From an optimization exercise on the open Yosys and OpenROAD flow, aimed at small area; shortcuts taken in it are not production practice.
In this exercise RTL edits were held to simulation tests only and were not proved equivalent to the original.
Power and IR drop assume default switching activity.

## top
module top (input wire clk,
            input wire rst,
            input wire mic_data_1,
            input wire mic_data_2,
            output wire serial_tx,
            output wire mic_clk_1,
            output wire mic_clk_2,
            output wire serial_split);
localparam [11:0] NSAMP = 12'd3125;
localparam [11:0] NCMP  = NSAMP - 12'd1;
reg [7:0] cnt;
always @(posedge clk)
  if (rst) cnt <= 8'd0;
  else     cnt <= cnt + 8'd1;
reg fresh;   
always @(posedge clk)
  if (rst) fresh <= 1'b1;
  else if (cnt == 8'd255) fresh <= 1'b0;
assign mic_clk_1 = cnt[1];
assign mic_clk_2 = cnt[1];
wire [1:0] ph = cnt[1:0] - 2'd1;                  
wire snap   = (cnt >= 8'd253) || (cnt == 8'd0);   
wire ifresh = fresh && (cnt[7:2] == 6'd0);        
wire win    = (cnt >= 8'd140) && (cnt < 8'd158);  
wire bfirst = (cnt == 8'd140);
wire zero   = fresh;                               
wire so1, so2;
  ...
==> flow/config.mk <==
export PLATFORM = sky130hd
export DESIGN_NAME = top
export DESIGN_NICKNAME = top
export VERILOG_FILES = /design/flow/design.v
export SDC_FILE = /design/flow/constraint.sdc
export NUM_CORES = 4
export LEC_CHECK = 0
export CAP_MARGIN = 20
export CORE_MARGIN = 2
export CORE_UTILIZATION = 60
export CTS_BUF_LIST = sky130_fd_sc_hd__clkbuf_8
export CTS_CLUSTER_DIAMETER = 50
export CTS_CLUSTER_SIZE = 20
export PLACE_DENSITY = 0.7
export SLEW_MARGIN = 20
==> flow/constraint.sdc <==
create_clock -name core_clock -period 10.0 [get_ports {clk}]
set_input_delay 2.0000 -clock core_clock [delete_from_list [all_inputs] [get_ports {clk}]]
set_output_delay 2.0000 -clock core_clock [all_outputs]
set_load 0.01 [all_outputs]
standard.sh (not shown) runs the stock make flow with config.mk's settings and CLKGATE_MAP_FILE= SYNTH_SCRIPT=/design/flow/synth_recipe.tcl, a recipe that flattens the netlist after the stock synthesis.
==> flow/flow/run.sh <==
#!/bin/bash
set -euo pipefail
export CTS_ARGS="-sink_clustering_enable -repair_clock_nets -sink_clustering_size 20 -sink_clustering_max_diameter 50 -buf_list sky130_fd_sc_hd__clkbuf_8 -dont_use_dummy_load"
bash standard.sh finish > standard_flow.log 2>&1
Edit:
--- a/flow/design.v
+++ b/flow/design.v
@@ -83,45 +83,26 @@
 reg         e0, e1;
 wire [9:0] clr;
 genvar g;
 generate
   for (g = 0; g < 10; g = g + 1) begin : gclr
     assign clr[g] = sending && (tl == g);
   end
 endgenerate
 wire        in0 = r0[18] & ~clr[3] & ~fresh;
 wire        in1 = r1[18] & ~fresh;
 wire        inc = (cnt == 8'd57);       
-wire [17:0] x0 = r0[17:0] & ~{18{fresh}};
-wire [17:0] x1 = r1[17:0] & ~{18{fresh}};
-wire [17:0] y0 = a3  & {18{mb0 & ~fresh}};
-wire [17:0] y1 = pa1 & {18{mb1 & ~fresh}};
-wire [18:0] k0, k1;                        
-assign k0[0] = inc;
-assign k1[0] = 1'b0;
-genvar gb;
-generate
-  for (gb = 0; gb < 18; gb = gb + 1) begin : gadd
-    assign k0[gb+1] = (x0[gb] & y0[gb]) | (k0[gb] & (x0[gb] ^ y0[gb]));
-    assign k1[gb+1] = (x1[gb] & y1[gb]) | (k1[gb] & (x1[gb] ^ y1[gb]));
-  end
-endgenerate
-wire [19:0] t0, t1;
-assign t0[17:0] = x0 ^ y0 ^ k0[17:0];
-assign t1[17:0] = x1 ^ y1 ^ k1[17:0];
-assign t0[18] = (e0 & ~fresh) ^ k0[18];
-assign t1[18] = (e1 & ~fresh) ^ k1[18];
-assign t0[19] = e0 & ~fresh & k0[18];
-assign t1[19] = e1 & ~fresh & k1[18];
-wire [18:0] w0 = {t0[19] | (t0[18] & in0), t0[18] ^ in0, t0[17:1]};
-wire [18:0] w1 = {t1[19] | (t1[18] & in1), t1[18] ^ in1, t1[17:1]};
+wire [19:0] t0  = {1'b0, e0 & ~fresh, r0[17:0] & ~{18{fresh}}} + ((mb0 & ~fresh) ? {2'b0, a3}  : 20'd0) + {19'd0, inc};
+wire [19:0] t1  = {1'b0, e1 & ~fresh, r1[17:0] & ~{18{fresh}}} + ((mb1 & ~fresh) ? {2'b0, pa1} : 20'd0);
+wire [18:0] w0  = t0[19:1] + {in0, 17'd0};
+wire [18:0] w1  = t1[19:1] + {in1, 17'd0};
 wire        scw = (cnt >= 8'd57) && (cnt < 8'd69);    
 wire        o0  = (scw && scclr) ? inc : t0[0] & ~fresh;
 wire [3:0]  scb = cnt[3:0] - 4'd9;                     
 always @(posedge clk)
   if (scw) sceq <= (inc | sceq) & (o0 == NCMP[scb]);
 reg [255:0] n0, n1;
 always @* begin
   n0 = {o0, r0[255:19], w0[17:0]};
   n1 = {t1[0] & ~fresh, r1[255:19], w1[17:0]};
   if (clr[0]) n0[65]  = 1'b0;
   if (clr[1]) n0[49]  = 1'b0;
@@ -162,34 +143,27 @@
                input wire ifresh, input wire [1:0] ph, input wire d_in,
                output wire so);
 reg [19:0] i1, i2, i3, i4, i5;
 reg        c1, c2, c3, c4, c5;
 reg [17:0] dt;
 wire       first = (ph == 2'd0);
 wire [4:0] h1 = ifresh ? 5'd0 : i1[4:0];
 wire [4:0] h2 = ifresh ? 5'd0 : i2[4:0];
 wire [4:0] h3 = ifresh ? 5'd0 : i3[4:0];
 wire [4:0] h4 = ifresh ? 5'd0 : i4[4:0];
 wire [4:0] h5 = ifresh ? 5'd0 : i5[4:0];
-wire       ci1 = first ? d_in : c1 & ~ifresh;
-wire       ci2 = ~first & ~ifresh & c2;
-wire       ci3 = ~first & ~ifresh & c3;
-wire       ci4 = ~first & ~ifresh & c4;
-wire       ci5 = ~first & ~ifresh & c5;
-wire [4:0] g5  = snap ? 5'd0 : h5;        
-wire [5:0] s1, s2, s3, s4, s5;
-rip5 A1 (.a(h1), .b(5'd0), .ci(ci1), .s(s1));
-rip5 A2 (.a(h2), .b(h1),   .ci(ci2), .s(s2));
-rip5 A3 (.a(h3), .b(h2),   .ci(ci3), .s(s3));
-rip5 A4 (.a(h4), .b(h3),   .ci(ci4), .s(s4));
-rip5 A5 (.a(g5), .b(h4),   .ci(ci5), .s(s5));
+wire [5:0] s1 = {1'b0, h1} + {5'd0, first ? d_in : c1 & ~ifresh};
+wire [5:0] s2 = {1'b0, h2} + {1'b0, h1} + {5'd0, ~first & ~ifresh & c2};
+wire [5:0] s3 = {1'b0, h3} + {1'b0, h2} + {5'd0, ~first & ~ifresh & c3};
+wire [5:0] s4 = {1'b0, h4} + {1'b0, h3} + {5'd0, ~first & ~ifresh & c4};
+wire [5:0] s5 = {1'b0, snap ? 5'd0 : h5} + {1'b0, h4} + {5'd0, ~first & ~ifresh & c5};
 always @(posedge clk) begin
   i1 <= {s1[4:0], i1[19:5]};
   i2 <= {s2[4:0], i2[19:5]};
   i3 <= {s3[4:0], i3[19:5]};
   i4 <= {s4[4:0], i4[19:5]};
   i5 <= {s5[4:0], i5[19:5]};
   c1 <= s1[5]; c2 <= s2[5]; c3 <= s3[5]; c4 <= s4[5]; c5 <= s5[5];
 end
 reg [17:0] dn;
 always @* begin
   dn = {dt[0], dt[17:1]};
@@ -227,24 +201,11 @@
     if (ext) n[53] = xin;
     if (zero)
       for (k = 0; k < 13; k = k + 1) n[18*k+17] = 1'b0;
   end
 end
 always @(posedge clk) begin
   r <= n;
   bw <= bo;
 end
 assign q = r;
 endmodule
-module rip5 (input wire [4:0] a, input wire [4:0] b, input wire ci,
-             output wire [5:0] s);
-wire [5:0] k;
-assign k[0] = ci;
-genvar i;
-generate
-  for (i = 0; i < 5; i = i + 1) begin : g
-    assign s[i]   = a[i] ^ b[i] ^ k[i];
-    assign k[i+1] = (a[i] & b[i]) | (k[i] & (a[i] ^ b[i]));
-  end
-endgenerate
-assign s[5] = k[5];
-endmodule
=>
- The new run went through all stages and came out clean
- sequential power barely changes
- wire length rises by 11%
- non-clock buffer count falls by 7
- die area rises by 3.8%
- power rises by 0.40%
- global-route usage rises by 1.1 points
- design area rises by 3.9%
- clock skew falls by 17 ps
- sequential cell count is unchanged

---

== the previous run ==
The RTL this note starts from:
==> flow/design.v <==
`timescale 1ns/1ns
`default_nettype none
module top (input wire clk,
            input wire rst,
            input wire mic_data_1,
            input wire mic_data_2,
            output wire serial_tx,
            output wire mic_clk_1,
            output wire mic_clk_2,
            output wire serial_split);
localparam [11:0] NSAMP = 12'd3125;
reg [7:0] cnt;
always @(posedge clk)
  if (rst) cnt <= 8'd0;
  else     cnt <= cnt + 8'd1;
reg fresh;   
always @(posedge clk)
  if (rst) fresh <= 1'b1;
  else if (cnt == 8'd255) fresh <= 1'b0;
assign mic_clk_1 = cnt[1];
assign mic_clk_2 = cnt[1];
wire [1:0] ph = cnt[1:0] - 2'd1;                  
wire snap   = (cnt >= 8'd253) || (cnt == 8'd0);   
wire ifresh = fresh && (cnt[7:2] == 6'd0);        
wire win    = (cnt >= 8'd140) && (cnt < 8'd158);  
wire bfirst = (cnt == 8'd140);
wire zero   = fresh;                               
wire so1, so2;
cicint CIC1 (.clk(clk), .snap(snap), .win(win), .ifresh(ifresh), .ph(ph),
             .d_in(mic_data_1), .so(so1));
cicint CIC2 (.clk(clk), .snap(snap), .win(win), .ifresh(ifresh), .ph(ph),
             .d_in(mic_data_2), .so(so2));
wire [237:0] qa, qb;
combring RA (.clk(clk), .win(win), .bfirst(bfirst), .zero(zero), .x(so1),
             .ext(1'b1), .xin(qb[0]), .q(qa));
combring RB (.clk(clk), .win(win), .bfirst(bfirst), .zero(zero), .x(so2),
             .ext(1'b0), .xin(1'b0), .q(qb));
reg [17:0] a1, a2, a3;
always @(posedge clk)
  if (win) begin
    a1 <= {qa[54] & ~zero, a1[17:1]};
    a2 <= {a1[0] & ~zero, a2[17:1]};
    a3 <= {a2[0] & ~zero, a3[17:1]};
  end
reg        mb0, mb1;
reg [17:0] pa1;
always @* begin
  mb0 = 1'b0;
  if (cnt >= 8'd73 && cnt < 8'd91)        mb0 = qb[139];
  else if (cnt >= 8'd121 && cnt < 8'd139) mb0 = qb[73];
  else if (cnt >= 8'd169 && cnt < 8'd187) mb0 = qb[25];
  else if (cnt >= 8'd217 && cnt < 8'd235) mb0 = qb[197];
  else if (cnt >= 8'd9 && cnt < 8'd27)    mb0 = qa[167];
  mb1 = 1'b0; pa1 = a1;
  if (cnt >= 8'd158 && cnt < 8'd176)      begin mb1 = qb[0];   pa1 = a3; end
  else if (cnt >= 8'd206 && cnt < 8'd224) begin mb1 = qa[226]; pa1 = a2; end
  else if (cnt >= 8'd254 || cnt < 8'd16)  begin mb1 = qa[160]; pa1 = a2; end
  else if (cnt >= 8'd46 && cnt < 8'd64)   mb1 = qa[112];
  else if (cnt >= 8'd94 && cnt < 8'd112)  mb1 = qa[46];
end
reg [11:0] sc;       
reg        act;      
reg [1:0]  q;        
wire [7:0] u  = cnt - 8'd7;
wire [3:0] tl = {q, u[7:6]};           
wire [5:0] ti = u[5:0];                
wire       tend = act && q == 2'd2 && u[7];    
always @(posedge clk)
  if (rst) begin
    sc <= 12'd0; act <= 1'b0; q <= 2'd0;
  end else begin
    if (cnt == 8'd254) sc <= sc + 12'd1;
    if (cnt == 8'd6) begin
      if (sc == NSAMP) begin act <= 1'b1; q <= 2'd0; end
      else if (act) q <= q + 2'd1;
    end
    if (tend) begin act <= 1'b0; sc <= 12'd0; end
  end
wire sending = act && !tend && (ti < 6'd48);
reg [255:0] r0, r1;
reg         e0, e1;
wire [9:0] clr;
genvar g;
generate
  for (g = 0; g < 10; g = g + 1) begin : gclr
    assign clr[g] = sending && (tl == g);
  end
endgenerate
wire        in0 = r0[18] & ~clr[3] & ~fresh;
wire        in1 = r1[18] & ~fresh;
wire [19:0] t0  = {1'b0, e0 & ~fresh, r0[17:0]} + ((mb0 & ~fresh) ? {2'b0, a3}  : 20'd0);
wire [19:0] t1  = {1'b0, e1 & ~fresh, r1[17:0]} + ((mb1 & ~fresh) ? {2'b0, pa1} : 20'd0);
wire [18:0] w0  = t0[19:1] + {in0, 17'd0};
wire [18:0] w1  = t1[19:1] + {in1, 17'd0};
reg [255:0] n0, n1;
always @* begin
  n0 = {t0[0] & ~fresh, r0[255:19], w0[17:0]};
  n1 = {t1[0] & ~fresh, r1[255:19], w1[17:0]};
  if (clr[0]) n0[65]  = 1'b0;
  if (clr[1]) n0[49]  = 1'b0;
  if (clr[2]) n0[33]  = 1'b0;
  if (clr[5]) n0[193] = 1'b0;
  if (clr[4]) n1[150] = 1'b0;
  if (clr[6]) n1[70]  = 1'b0;
  if (clr[7]) n1[54]  = 1'b0;
  if (clr[8]) n1[38]  = 1'b0;
  if (clr[9]) n1[22]  = 1'b0;
end
always @(posedge clk) begin
  r0 <= n0;
  r1 <= n1;
  e0 <= w0[18];
  e1 <= w1[18];
end
reg tb;
always @* begin
  case (tl)
    4'd0: tb = r0[66];
    4'd1: tb = r0[50];
    4'd2: tb = r0[34];
    4'd3: tb = r0[18];
    4'd4: tb = r1[151];
    4'd5: tb = r0[194];
    4'd6: tb = r1[71];
    4'd7: tb = r1[55];
    4'd8: tb = r1[39];
    default: tb = r1[23];
  endcase
end
wire tx = !(act && !tend) | (sending & tb);
assign serial_tx = tx;
assign serial_split = tx;
endmodule
module cicint (input wire clk, input wire snap, input wire win,
               input wire ifresh, input wire [1:0] ph, input wire d_in,
               output wire so);
reg [19:0] i1, i2, i3, i4, i5;
reg        c1, c2, c3, c4, c5;
reg [17:0] dt;
wire       first = (ph == 2'd0);
wire [4:0] h1 = ifresh ? 5'd0 : i1[4:0];
wire [4:0] h2 = ifresh ? 5'd0 : i2[4:0];
wire [4:0] h3 = ifresh ? 5'd0 : i3[4:0];
wire [4:0] h4 = ifresh ? 5'd0 : i4[4:0];
wire [4:0] h5 = ifresh ? 5'd0 : i5[4:0];
wire [5:0] s1 = {1'b0, h1} + {5'd0, first ? d_in : c1 & ~ifresh};
wire [5:0] s2 = {1'b0, h2} + {1'b0, h1} + {5'd0, ~first & ~ifresh & c2};
wire [5:0] s3 = {1'b0, h3} + {1'b0, h2} + {5'd0, ~first & ~ifresh & c3};
wire [5:0] s4 = {1'b0, h4} + {1'b0, h3} + {5'd0, ~first & ~ifresh & c4};
wire [5:0] s5 = {1'b0, snap ? 5'd0 : h5} + {1'b0, h4} + {5'd0, ~first & ~ifresh & c5};
always @(posedge clk) begin
  i1 <= {s1[4:0], i1[19:5]};
  i2 <= {s2[4:0], i2[19:5]};
  i3 <= {s3[4:0], i3[19:5]};
  i4 <= {s4[4:0], i4[19:5]};
  i5 <= {s5[4:0], i5[19:5]};
  c1 <= s1[5]; c2 <= s2[5]; c3 <= s3[5]; c4 <= s4[5]; c5 <= s5[5];
end
reg [17:0] dn;
always @* begin
  dn = {dt[0], dt[17:1]};
  if (snap)
    case (ph)
      2'd0: begin dn[16] = h5[0]; dn[17] = h5[1]; dn[0] = h5[2]; dn[1] = h5[3]; dn[2] = h5[4]; end
      2'd1: begin dn[2] = h5[0]; dn[3] = h5[1]; dn[4] = h5[2]; dn[5] = h5[3]; dn[6] = h5[4]; end
      2'd2: begin dn[6] = h5[0]; dn[7] = h5[1]; dn[8] = h5[2]; dn[9] = h5[3]; dn[10] = h5[4]; end
      default: begin dn[10] = h5[0]; dn[11] = h5[1]; dn[12] = h5[2]; end
    endcase
end
always @(posedge clk) dt <= dn;
assign so = dt[0];
endmodule
module combring (input wire clk, input wire win, input wire bfirst,
                 input wire zero, input wire x, input wire ext,
                 input wire xin, output wire [237:0] q);
reg  [237:0] r;
reg  [3:0]   bw;
wire [3:0] xs = {r[108], r[144], r[180], r[216]};
wire [3:0] ys = {r[90],  r[126], r[162], r[198]};
wire [3:0] bin = bfirst ? 4'd0 : bw;
wire [3:0] df  = xs ^ ys ^ bin;
wire [3:0] bo  = (~xs & ys) | (~(xs ^ ys) & bin);
reg  [237:0] n;
integer k;
always @* begin
  n = {r[0], r[237:1]};
  if (win) begin
    n[233] = x;
    n[197] = df[0];
    n[161] = df[1];
    n[125] = df[2];
    n[89]  = df[3];
    if (ext) n[53] = xin;
    if (zero)
      for (k = 0; k < 13; k = k + 1) n[18*k+17] = 1'b0;
  end
end
always @(posedge clk) begin
  r <= n;
  bw <= bo;
end
assign q = r;
endmodule
==> flow/config.mk <==
export PLATFORM = sky130hd
export DESIGN_NAME = top
export DESIGN_NICKNAME = top
export VERILOG_FILES = /design/flow/design.v
export SDC_FILE = /design/flow/constraint.sdc
export NUM_CORES = 4
export LEC_CHECK = 0
export CAP_MARGIN = 20
export CORE_MARGIN = 2
export CORE_UTILIZATION = 60
export CTS_BUF_LIST = sky130_fd_sc_hd__clkbuf_8
export CTS_CLUSTER_DIAMETER = 50
export CTS_CLUSTER_SIZE = 20
export PLACE_DENSITY = 0.7
export SLEW_MARGIN = 20
==> flow/constraint.sdc <==
create_clock -name core_clock -period 10.0 [get_ports {clk}]
set_input_delay 2.0000 -clock core_clock [delete_from_list [all_inputs] [get_ports {clk}]]
set_output_delay 2.0000 -clock core_clock [all_outputs]
set_load 0.01 [all_outputs]
run.sh (not shown) runs the stock make flow with config.mk's settings and CLKGATE_MAP_FILE= SYNTH_SCRIPT=/design/flow/synth_recipe.tcl, a recipe that flattens the netlist after the stock synthesis.
Stock flow here: none of the scripts above is used.
The previous run went all the way through synthesis, placement and routing and the layout is clean on timing, DRC and antenna.
--- input diff the previous run..the current run ---
--- a/flow/design.v
+++ b/flow/design.v
@@ -8,8 +8,9 @@
             output wire mic_clk_1,
             output wire mic_clk_2,
             output wire serial_split);
 localparam [11:0] NSAMP = 12'd3125;
+localparam [11:0] NCMP  = NSAMP - 12'd1;
 reg [7:0] cnt;
 always @(posedge clk)
   if (rst) cnt <= 8'd0;
   else     cnt <= cnt + 8'd1;
@@ -57,25 +58,26 @@
   else if (cnt >= 8'd254 || cnt < 8'd16)  begin mb1 = qa[160]; pa1 = a2; end
   else if (cnt >= 8'd46 && cnt < 8'd64)   mb1 = qa[112];
   else if (cnt >= 8'd94 && cnt < 8'd112)  mb1 = qa[46];
 end
-reg [11:0] sc;       
 reg        act;      
 reg [1:0]  q;        
+reg        scclr;    
+reg        sceq;     
 wire [7:0] u  = cnt - 8'd7;
 wire [3:0] tl = {q, u[7:6]};           
 wire [5:0] ti = u[5:0];                
 wire       tend = act && q == 2'd2 && u[7];    
 always @(posedge clk)
   if (rst) begin
-    sc <= 12'd0; act <= 1'b0; q <= 2'd0;
+    act <= 1'b0; q <= 2'd0; scclr <= 1'b0;
   end else begin
-    if (cnt == 8'd254) sc <= sc + 12'd1;
     if (cnt == 8'd6) begin
-      if (sc == NSAMP) begin act <= 1'b1; q <= 2'd0; end
+      if (sceq && !fresh) begin act <= 1'b1; q <= 2'd0; end
       else if (act) q <= q + 2'd1;
     end
-    if (tend) begin act <= 1'b0; sc <= 12'd0; end
+    if (tend) begin act <= 1'b0; scclr <= 1'b1; end
+    else if (cnt == 8'd68) scclr <= 1'b0;
   end
 wire sending = act && !tend && (ti < 6'd48);
 reg [255:0] r0, r1;
 reg         e0, e1;
@@ -87,15 +89,21 @@
   end
 endgenerate
 wire        in0 = r0[18] & ~clr[3] & ~fresh;
 wire        in1 = r1[18] & ~fresh;
-wire [19:0] t0  = {1'b0, e0 & ~fresh, r0[17:0]} + ((mb0 & ~fresh) ? {2'b0, a3}  : 20'd0);
+wire        inc = (cnt == 8'd57);       
+wire [19:0] t0  = {1'b0, e0 & ~fresh, r0[17:0]} + ((mb0 & ~fresh) ? {2'b0, a3}  : 20'd0) + {19'd0, inc};
 wire [19:0] t1  = {1'b0, e1 & ~fresh, r1[17:0]} + ((mb1 & ~fresh) ? {2'b0, pa1} : 20'd0);
 wire [18:0] w0  = t0[19:1] + {in0, 17'd0};
 wire [18:0] w1  = t1[19:1] + {in1, 17'd0};
+wire        scw = (cnt >= 8'd57) && (cnt < 8'd69);    
+wire        o0  = (scw && scclr) ? inc : t0[0] & ~fresh;
+wire [3:0]  scb = cnt[3:0] - 4'd9;                     
+always @(posedge clk)
+  if (scw) sceq <= (inc | sceq) & (o0 == NCMP[scb]);
 reg [255:0] n0, n1;
 always @* begin
-  n0 = {t0[0] & ~fresh, r0[255:19], w0[17:0]};
+  n0 = {o0, r0[255:19], w0[17:0]};
   n1 = {t1[0] & ~fresh, r1[255:19], w1[17:0]};
   if (clr[0]) n0[65]  = 1'b0;
   if (clr[1]) n0[49]  = 1'b0;
   if (clr[2]) n0[33]  = 1'b0;
--- outcome ---
Of the two values seen for master of the slowest instance on the critical path, xnor2_1 was produced by the previous run and clkdlybuf4s50_1 by the current run.
The faster design of the two is the current run; the previous run tops out lower.
[compare] base=the previous run new=the current run: count of inverters not on the clock network in the layout has decreased, net switching component of the power now larger.
The die of the current run is smaller than the one used in the previous run.
Weighted congestion reported at the end of routability-driven placement (higher): the previous run
Taking the previous run as the reference point, the non-clock buffer count of the current run rises by 2.
Taking the previous run as the reference, in the current run number of flip-flops and latches moved down; final period demand of the worst path lower.
The current run vs the previous run, instance count: the current run lower
In the final reports, the cell area of the current run is smaller than that of the previous run.
Changes observed in the current run relative to the previous run: proportion of synthesized chip area in sequential cells stayed essentially flat, all-layer global routing usage rose by 0.28 points, wire length reported by the detailed router rose by 1.1%.

separate check: timing with driven ports:
Ports are ideal in the flow. The routed layouts listed here were re-timed in OpenROAD.
Step 1, drivers: a clkbuf_16 drives clk and a buf_2 each remaining input, both assumed.
Step 2 adds t to the input delays and takes it off the output delays; t is the mean of the earliest and latest rising clock arrival at the registers after step 1. Input paths then give back, and output paths get back, about the clock's delay inside the block.
a / b / c = ideal / step 1 / step 2; a / b = the first two.
run	t (ns)	setup WS [ns]	worst setup path at the end	clock arrival spread, ns
the first run of note 1	0.692	0.447 / 0.447 / 0.447	register to register	0.093 / 0.093
the second run of note 1	0.718	3.976 / 3.919 / 4.502	register to register	0.075 / 0.074
the previous run	0.741	3.922 / 3.867 / 4.608	register to output	0.030 / 0.030
the current run	0.746	4.348 / 4.296 / 4.994	register to register	0.028 / 0.028
After both steps setup and hold are still met in every run listed.
